This is an optimization exercise on Yosys and OpenROAD, whose aim is small area, a short achievable clock period and few clock cycles, not a production implementation.
Function was checked by simulation only, so behaviour that the tests miss may differ from the original.
No driver is modelled on the clock port, so clocking that relies on it looks cheaper here than on a real chip.
Power is estimated from default activity; no workload was simulated.

## median_fliter
module median_fliter(
  input                  clk,
  input                  rst,
  input               enable,
  input  [7:0]     RAM_IMG_Q,
  input  [7:0]     RAM_OUT_Q,
  output          RAM_IMG_OE,
  output          RAM_IMG_WE,
  output [15:0]    RAM_IMG_A,
  output [7:0]     RAM_IMG_D,
  output          RAM_OUT_OE,
  output          RAM_OUT_WE,
  output [15:0]    RAM_OUT_A,
  output [7:0]     RAM_OUT_D,
  output                done
);
clock: 10.0 ns
lec_check: 0
cap_margin: 20
core_margin: 2
core_utilization: 65
place_density: 0.75
slew_margin: 20
standard.sh (not shown) runs the stock make flow with config.mk's settings and CLKGATE_MAP_FILE= SYNTH_SCRIPT=/design/flow/synth_recipe.tcl, a recipe that flattens the netlist after the stock synthesis.
==> flow/flow/run.sh <==
#!/bin/bash
# The standard layout (standard.sh, with the standard synthesis), changed
# only in how hard and with what it optimises:
#  - ports buffered with buf_2,
#  - clock tree sinks clustered by up to 30 within 100 um, no dummy loads,
#  - timing repair aiming for 6.95 ns of setup slack,
#  - after CTS, the flip-flops that drive output ports get drive strength 2.
# The tools' full output goes to standard.log here and to orfs/logs/.
set -euo pipefail
bash standard.sh BUFFER_PORTS_ARGS="-buffer_cell sky130_fd_sc_hd__buf_2" \
  CTS_ARGS="-sink_clustering_enable -repair_clock_nets -sink_clustering_size 30 -sink_clustering_max_diameter 100 -dont_use_dummy_load -sink_clustering_levels 1" \
  SETUP_SLACK_MARGIN=6.95 POST_CTS_TCL="$PWD/flow/post_cts.tcl" finish > standard.log 2>&1
==> flow/flow/post_cts.tcl <==
# Give each flip-flop that drives an output port's buffer a stronger drive.
proc upsize_output_flops {strength} {
  set db [ord::get_db]
  set block [ord::get_db_block]
  set n 0
  foreach bt [$block getBTerms] {
    if {[$bt getIoType] != "OUTPUT"} { continue }
    set net [$bt getNet]
    if {$net == "NULL"} { continue }
    foreach it [$net getITerms] {
      if {![$it isOutputSignal]} { continue }
      set buf [$it getInst]
      foreach bit [$buf getITerms] {
        if {![$bit isInputSignal]} { continue }
        set bnet [$bit getNet]
        if {$bnet == "NULL"} { continue }
        foreach dit [$bnet getITerms] {
          if {![$dit isOutputSignal]} { continue }
          set inst [$dit getInst]
          set master [[$inst getMaster] getName]
          if {[regexp {^(sky130_fd_sc_hd__df\w+)_1$} $master -> base]} {
            set new [$db findMaster ${base}_$strength]
            if {$new != "NULL"} {
              $inst swapMaster $new
              incr n
            }
          }
        }
      }
    }
  }
  puts "upsize: $n output flip-flops to drive $strength"
}

upsize_output_flops 2
The baseline ran to the end with no violations.
Testbench counts at the start, summed over its fixed seeds: cycles 327,748.
Next try:
--- a/flow/flow/run.sh
+++ b/flow/flow/run.sh
@@ -10,3 +10,3 @@
 bash standard.sh BUFFER_PORTS_ARGS="-buffer_cell sky130_fd_sc_hd__buf_2" \
-  CTS_ARGS="-sink_clustering_enable -repair_clock_nets -sink_clustering_size 30 -sink_clustering_max_diameter 100 -dont_use_dummy_load -sink_clustering_levels 1" \
+  CTS_ARGS="-sink_clustering_enable -repair_clock_nets -sink_clustering_size 25 -sink_clustering_max_diameter 100 -dont_use_dummy_load -sink_clustering_levels 1" \
   SETUP_SLACK_MARGIN=6.95 POST_CTS_TCL="$PWD/flow/post_cts.tcl" finish > standard.log 2>&1
The new run went through all stages and came out clean.
Clock-buffer cell count is higher by 2.
Non-clock buffer count went up by 10.
Setup slack gets worse by 4.9 ps.
Cell area came out higher by 1.1%.
Routed wire length climbs by about 1.8%.
Power climbs by 1.5%.
Next try:
--- a/flow/flow/run.sh
+++ b/flow/flow/run.sh
@@ -10,3 +10,3 @@
 bash standard.sh BUFFER_PORTS_ARGS="-buffer_cell sky130_fd_sc_hd__buf_2" \
-  CTS_ARGS="-sink_clustering_enable -repair_clock_nets -sink_clustering_size 25 -sink_clustering_max_diameter 100 -dont_use_dummy_load -sink_clustering_levels 1" \
-  SETUP_SLACK_MARGIN=6.95 POST_CTS_TCL="$PWD/flow/post_cts.tcl" finish > standard.log 2>&1
+  CTS_ARGS="-sink_clustering_enable -repair_clock_nets -sink_clustering_size 30 -sink_clustering_max_diameter 100 -dont_use_dummy_load -sink_clustering_levels 1" \
+  SETUP_SLACK_MARGIN=6.95 POST_CTS_TCL="$PWD/flow/post_cts.tcl" POST_GLOBAL_ROUTE_TCL="$PWD/flow/post_grt.tcl" finish > standard.log 2>&1
--- a/flow/flow/post_cts.tcl
+++ b/flow/flow/post_cts.tcl
@@ -35 +35,6 @@
 upsize_output_flops 2
+
+# Downsize gates off the critical paths, keeping the setup margin the flow aims for.
+estimate_parasitics -placement
+repair_timing -recover_power 100 -setup_margin $::env(SETUP_SLACK_MARGIN) -verbose
+detailed_placement
==> flow/flow/post_grt.tcl (new file) <==
# Downsize gates off the critical paths again on global-route parasitics,
# keeping the setup margin the flow aims for, and reroute what changed.
global_route -start_incremental
estimate_parasitics -global_routing
repair_timing -recover_power 100 -setup_margin $::env(SETUP_SLACK_MARGIN) -verbose
global_route -end_incremental
The changed run produced a clean layout.
Total power decreases by a few percent.
Setup slack loses 470 ps.
Synthesized area stays the same.
Sequential power hardly moves.
Register-to-register slack degrades by 630 ps.
Synthesized cell count does not change.
Maximum frequency came out lower by roughly a tenth.
Clock skew stays flat.
Sequential share of layout area went up by 0.89 points.

* * *

Setup of v37:
The RTL this note starts from:
==> flow/design.v <==
module median_fliter(
  input                  clk,
  input                  rst,
  input               enable,
  input  [7:0]     RAM_IMG_Q,
  input  [7:0]     RAM_OUT_Q,
  output          RAM_IMG_OE,
  output          RAM_IMG_WE,
  output [15:0]    RAM_IMG_A,
  output [7:0]     RAM_IMG_D,
  output          RAM_OUT_OE,
  output          RAM_OUT_WE,
  output [15:0]    RAM_OUT_A,
  output [7:0]     RAM_OUT_D,
  output                done
);
  localparam LK = 3;             
  localparam K  = 1 << LK;       
  localparam L  = K + 2;         
  localparam [3:0] RI_LAST = L - 1;
  reg        go;         
  reg        running;    
  reg        oe;         
  reg        first;      
  reg        flush;      
  reg  [7:0] rrow;       
  reg  [7:0] rcol;       
  reg  [3:0] ri;         
  reg        ri_last;    
  reg        done_reg;
  reg  [4:0] vp;         
  wire row_pad  = ((ri == 4'd0) & (rrow == 8'd255)) | (ri_last & (rrow == 8'd0));
  always @(posedge clk, posedge rst) begin
    if (rst) begin
      go      <= 1'b0;
      running <= 1'b0;
      oe      <= 1'b0;
    end else begin
      go <= enable & ~running & ~go;
      if (go) begin
        running <= 1'b1;
        oe      <= 1'b1;
      end else if (ri_last) begin
        if (rcol == 8'd255 && rrow == 8'd0) oe <= 1'b0;    
        if (flush) running <= 1'b0;
      end
    end
  end
  always @(posedge clk) begin
    if (go) begin
      first <= 1'b1;
      flush <= 1'b0;
      rrow  <= 8'd255;
      rcol  <= 8'd0;
      ri      <= 4'd0;
      ri_last <= 1'b0;
    end else if (!ri_last) begin
      ri      <= ri + 4'd1;
      ri_last <= (ri == RI_LAST - 4'd1);
      rrow <= rrow + 8'd1;
    end else begin
      ri      <= 4'd0;
      ri_last <= 1'b0;
      first   <= 1'b0;
      rcol  <= rcol + 8'd1;
      if (rcol == 8'd255) begin
        rrow <= rrow - 8'd1;
        if (rrow == 8'd0) flush <= 1'b1;
      end else begin
        rrow <= rrow - RI_LAST;
      end
    end
  end
  wire v0  = running & ~first & (ri >= 4'd2);   
  wire mn0 = (rcol == 8'd0);                    
  reg       pad1;
  reg [1:0] mn;
  always @(posedge clk, posedge rst) begin
    if (rst) vp <= 5'd0;
    else     vp <= {vp[3:0], v0};
  end
  always @(posedge clk) begin
    pad1 <= row_pad;
    mn   <= {mn[0], mn0};
  end
  reg [7:0] din;
  reg [7:0] dl [1:2*L];
  integer k;
  always @(posedge clk) begin
    din     <= RAM_IMG_Q & {8{~pad1}};
    dl[1]   <= din;
    for (k = 2; k <= 2*L; k = k + 1) dl[k] <= dl[k-1];
    dl[L+1] <= dl[L] & {8{~mn[1]}};
  end
  wire [7:0] ta = dl[2*L];                  
  wire [7:0] tb = dl[L];                    
  wire [7:0] tc = din & {8{~mn[1]}};        
  function gt8(input [7:0] a, input [7:0] b);
    reg [7:0] g, p;
    reg [3:0] g1, p1;
    reg [1:0] g2, p2;
    integer i;
    begin
      g = a & ~b;
      p = a | ~b;
      for (i = 0; i < 4; i = i + 1) begin
        g1[i] = g[2*i+1] | (p[2*i+1] & g[2*i]);
        p1[i] = p[2*i+1] & p[2*i];
      end
      for (i = 0; i < 2; i = i + 1) begin
        g2[i] = g1[2*i+1] | (p1[2*i+1] & g1[2*i]);
        p2[i] = p1[2*i+1] & p1[2*i];
      end
      gt8 = g2[1] | (p2[1] & g2[0]);
    end
  endfunction
  function [7:0] max3(input [7:0] a, input [7:0] b, input [7:0] c);
    reg x, y, z;
    begin
      x = gt8(a, b);
      y = gt8(b, c);
      z = gt8(a, c);
      max3 = (x & z) ? a : (~x & y) ? b : c;
    end
  endfunction
  function [7:0] min3(input [7:0] a, input [7:0] b, input [7:0] c);
    reg x, y, z;
    begin
      x = gt8(a, b);
      y = gt8(b, c);
      z = gt8(a, c);
      min3 = (~x & ~z) ? a : (x & ~y) ? b : c;
    end
  endfunction
  function [7:0] med3(input [7:0] a, input [7:0] b, input [7:0] c);
    reg x, y, z;
    begin
      x = gt8(a, b);
      y = gt8(b, c);
      z = gt8(a, c);
      med3 = (x ^ z) ? a : (x ^ y) ? c : b;
    end
  endfunction
  reg [7:0] lo0, md0, hi0, lo1, md1, hi1, md2, lo12, hi12;
  always @(posedge clk) begin
    lo0  <= min3(ta, tb, tc);
    md0  <= med3(ta, tb, tc);
    hi0  <= max3(ta, tb, tc);
    lo1  <= lo0;  md1 <= md0;  hi1 <= hi0;
    md2  <= md1;
    lo12 <= gt8(lo0, lo1) ? lo0 : lo1;
    hi12 <= gt8(hi0, hi1) ? hi1 : hi0;
  end
  reg [7:0] mxlo, mdmd, mnhi, dout;
  always @(posedge clk) begin
    mxlo <= gt8(lo12, lo0) ? lo12 : lo0;
    mdmd <= med3(md0, md1, md2);
    mnhi <= gt8(hi12, hi0) ? hi0 : hi12;
    dout <= med3(mxlo, mdmd, mnhi);
  end
  wire we = vp[4];
  reg [15:0] wa;      
  reg        wlast;   
  always @(posedge clk) begin
    if (go) begin
      wa    <= 16'hffff;
      wlast <= 1'b0;
    end else if (vp[3]) begin
      wa    <= wa + 16'd1;
      wlast <= (wa == 16'hfffe);
    end
  end
  always @(posedge clk, posedge rst) begin
    if (rst) done_reg <= 1'b0;
    else if (enable && !running) done_reg <= 1'b0;
    else if (we && wlast) done_reg <= 1'b1;
  end
  assign RAM_IMG_OE = oe;
  assign RAM_IMG_WE = 1'b0;
  assign RAM_IMG_A  = {rrow, rcol};
  assign RAM_IMG_D  = 8'd0;
  assign RAM_OUT_OE = 1'b0;
  assign RAM_OUT_WE = we;
  assign RAM_OUT_A  = {wa[15:8+LK], wa[LK-1:0], wa[7+LK:LK]};
  assign RAM_OUT_D  = dout;
  assign done       = done_reg;
endmodule
export LEC_CHECK = 0
export CAP_MARGIN = 20
export CORE_MARGIN = 2
export CORE_UTILIZATION = 65
export PLACE_DENSITY = 0.75
export SLEW_MARGIN = 20
create_clock -name core_clock -period 10.0 [get_ports {clk}]
==> flow/flow/run.sh <==
#!/bin/bash
# The standard layout (standard.sh, with the standard synthesis), changed
# only in how hard and with what it optimises:
#  - ports buffered with buf_2,
#  - clock tree sinks clustered by up to 30 within 100 um, no dummy loads,
#  - timing repair aiming for 6.95 ns of setup slack,
#  - after CTS, the flip-flops that drive output ports get drive strength 2,
#    and gates off the critical paths are downsized (the later repair keeps
#    the setup margin).
# The tools' full output goes to standard.log here and to orfs/logs/.
set -euo pipefail
bash standard.sh BUFFER_PORTS_ARGS="-buffer_cell sky130_fd_sc_hd__buf_2" \
  CTS_ARGS="-sink_clustering_enable -repair_clock_nets -sink_clustering_size 30 -sink_clustering_max_diameter 100 -dont_use_dummy_load -sink_clustering_levels 1" \
  SETUP_SLACK_MARGIN=6.95 PRE_CTS_TCL="$PWD/flow/pre_cts.tcl" POST_CTS_TCL="$PWD/flow/post_cts.tcl" finish > standard.log 2>&1
==> flow/flow/post_cts.tcl <==
# Give each flip-flop that drives an output port's buffer a stronger drive.
proc upsize_output_flops {strength} {
  set db [ord::get_db]
  set block [ord::get_db_block]
  set n 0
  foreach bt [$block getBTerms] {
    if {[$bt getIoType] != "OUTPUT"} { continue }
    set net [$bt getNet]
    if {$net == "NULL"} { continue }
    foreach it [$net getITerms] {
      if {![$it isOutputSignal]} { continue }
      set buf [$it getInst]
      foreach bit [$buf getITerms] {
        if {![$bit isInputSignal]} { continue }
        set bnet [$bit getNet]
        if {$bnet == "NULL"} { continue }
        foreach dit [$bnet getITerms] {
          if {![$dit isOutputSignal]} { continue }
          set inst [$dit getInst]
          set master [[$inst getMaster] getName]
          if {[regexp {^(sky130_fd_sc_hd__df\w+)_1$} $master -> base]} {
            set new [$db findMaster ${base}_$strength]
            if {$new != "NULL"} {
              $inst swapMaster $new
              incr n
            }
          }
        }
      }
    }
  }
  puts "upsize: $n output flip-flops to drive $strength"
}

upsize_output_flops 2

# Downsize gates off the critical paths, keeping the setup margin the flow aims for.
estimate_parasitics -placement
repair_timing -recover_power 100 -setup_margin $::env(SETUP_SLACK_MARGIN) -verbose
detailed_placement
==> flow/flow/pre_cts.tcl <==
# Downsize gates off the critical paths after placement.
estimate_parasitics -placement
repair_timing -recover_power 100 -setup_margin $::env(SETUP_SLACK_MARGIN) -verbose
detailed_placement
Testbench counts of v37, summed over its fixed seeds: cycles 327,748.
Setup changes, v37 to v40
--- a/flow/flow/run.sh
+++ b/flow/flow/run.sh
@@ -7,3 +7 @@
-#  - after CTS, the flip-flops that drive output ports get drive strength 2,
-#    and gates off the critical paths are downsized (the later repair keeps
-#    the setup margin).
+#  - after CTS, the flip-flops that drive output ports get drive strength 2.
@@ -14 +12 @@
-  SETUP_SLACK_MARGIN=6.95 PRE_CTS_TCL="$PWD/flow/pre_cts.tcl" POST_CTS_TCL="$PWD/flow/post_cts.tcl" finish > standard.log 2>&1
+  SETUP_SLACK_MARGIN=6.95 RECOVER_POWER=100 MATCH_CELL_FOOTPRINT=0 POST_CTS_TCL="$PWD/flow/post_cts.tcl" finish > standard.log 2>&1
--- a/flow/flow/post_cts.tcl
+++ b/flow/flow/post_cts.tcl
@@ -36,5 +35,0 @@
-
-# Downsize gates off the critical paths, keeping the setup margin the flow aims for.
-estimate_parasitics -placement
-repair_timing -recover_power 100 -setup_margin $::env(SETUP_SLACK_MARGIN) -verbose
-detailed_placement
removed: flow/flow/pre_cts.tcl
Notes after the runs:
Cmp v40 vs v37: final critical-path required period higher in v40. There was hardly any difference in total track usage between v37 and v40. There was hardly any difference in fraction of area in registers between v40 and v37. The layout-stage area growth over the synthesis result number comes out lower for v40 vs v37. The startpoint of the worst setup timing path comes out oe in one run and mn[1] in the other, namely in v37 and v40 respectively. From v40 to v37, placer's final routability congestion estimate did not move at all. Relative area of clock buffers and inverters in the final design: v37 vs v40 — no meaningful difference.
[inputs] v52 vs v40
--- a/flow/flow/run.sh
+++ b/flow/flow/run.sh
@@ -12 +12 @@
-  SETUP_SLACK_MARGIN=6.95 RECOVER_POWER=100 MATCH_CELL_FOOTPRINT=0 POST_CTS_TCL="$PWD/flow/post_cts.tcl" finish > standard.log 2>&1
+  SETUP_SLACK_MARGIN=7.05 POST_CTS_TCL="$PWD/flow/post_cts.tcl" finish > standard.log 2>&1
==> results.txt <==
Between v52 and v40, it is v52 whose area overhead of the layout relative to synthesis is higher, by 6.1 points.
| via count | v52 vs v40 | 246 higher |
v52 vs v40, startpoint of the worst setup timing path: oe vs mn[1]
Looking at register-to-register slack, v52 sits above v40.
v52 vs v40, cell with the biggest individual delay on the critical path: sky130_fd_sc_hd__dfrtp_2 vs sky130_fd_sc_hd__dfxtp_1
Hold slack essentially unchanged between v40 and v52.
The sequential share of cell area in v52 was lower than what v40 gave.
Re part of the power in registers: v40 was higher than v52.
Changes in v53 relative to v52:
--- a/flow/flow/run.sh
+++ b/flow/flow/run.sh
@@ -6,0 +7,2 @@
+#  - before CTS, and again after it, gates off the critical paths are
+#    downsized (the later repairs keep the setup margin),
@@ -11,2 +13,2 @@
-  CTS_ARGS="-sink_clustering_enable -repair_clock_nets -sink_clustering_size 30 -sink_clustering_max_diameter 100 -dont_use_dummy_load -sink_clustering_levels 1" \
-  SETUP_SLACK_MARGIN=7.05 POST_CTS_TCL="$PWD/flow/post_cts.tcl" finish > standard.log 2>&1
+  CTS_ARGS="-sink_clustering_enable -repair_clock_nets -sink_clustering_size 33 -sink_clustering_max_diameter 100 -dont_use_dummy_load -sink_clustering_levels 1" \
+  SETUP_SLACK_MARGIN=6.95 PRE_CTS_TCL="$PWD/flow/pre_cts.tcl" POST_CTS_TCL="$PWD/flow/post_cts.tcl" finish > standard.log 2>&1
--- a/flow/flow/post_cts.tcl
+++ b/flow/flow/post_cts.tcl
@@ -35,0 +36,5 @@
+
+# Downsize gates off the critical paths, keeping the setup margin the flow aims for.
+estimate_parasitics -placement
+repair_timing -recover_power 100 -setup_margin $::env(SETUP_SLACK_MARGIN) -verbose
+detailed_placement
==> flow/flow/pre_cts.tcl (new file) <==
# Downsize gates off the critical paths after placement.
estimate_parasitics -placement
repair_timing -recover_power 100 -setup_margin $::env(SETUP_SLACK_MARGIN) -verbose
detailed_placement
--- outcome ---
Higher core utilization among v52 and v53: v52. Share of the final layout cell area in multi-input gates for v53: 1.3 points up relative to v52. Comparing the two runs side by side, v53 comes out ahead of v52 on design area. [diff] total power, v53 relative to v52: improvement. Compared with v52, in v53 post-detailed-routing wire length down 1.3 mm, average vias per placed instance down about 0.7%, hold slack up 19 ps, fraction of standard cell area that is sequential up 2.7 points. Cmp v52 and v53 / register-to-register slack / lower: v53. Per the comparison of v53 with v52, wire length of the first global-routing pass lost about 7%; worst setup margin flat.

[re-timing with driven ports]
How much do the figures lean on ideal ports? The routed layouts below were timed once more, with nothing changed but the port constraints.
Step 1: set_driving_cell puts a clkbuf_16 on clk and a buf_2 on each other input, an assumption about the parent block.
Step 2 moves the port delays by t, midway between the first and last clock arrival at a register: inputs arrive t later, outputs are due t later. That takes back most of the time a late clock gives input paths.
Slacks: ideal / step 1 / step 2; pairs: ideal / step 1.
| run | shift t [ns] | slack for setup (ns) | latest minus earliest clock arrival (ns) |
|---|---|---|---|
| the first run of note 1 | 0.516 | 6.959 / 6.916 / 7.180 | 0.050 / 0.049 |
| the second run of note 1 | 0.522 | 6.954 / 6.911 / 7.120 | 0.052 / 0.052 |
| the third run of note 1 | 0.512 | 6.488 / 6.488 / 6.488 | 0.051 / 0.052 |
| v37 | 0.516 | 6.969 / 6.927 / 7.160 | 0.028 / 0.028 |
| v40 | 0.514 | 6.478 / 6.478 / 6.478 | 0.051 / 0.050 |
| v52 | 0.518 | 6.966 / 6.922 / 7.306 | 0.049 / 0.049 |
| v53 | 0.514 | 6.965 / 6.922 / 7.142 | 0.034 / 0.033 |
After both steps every run listed still meets setup and hold.
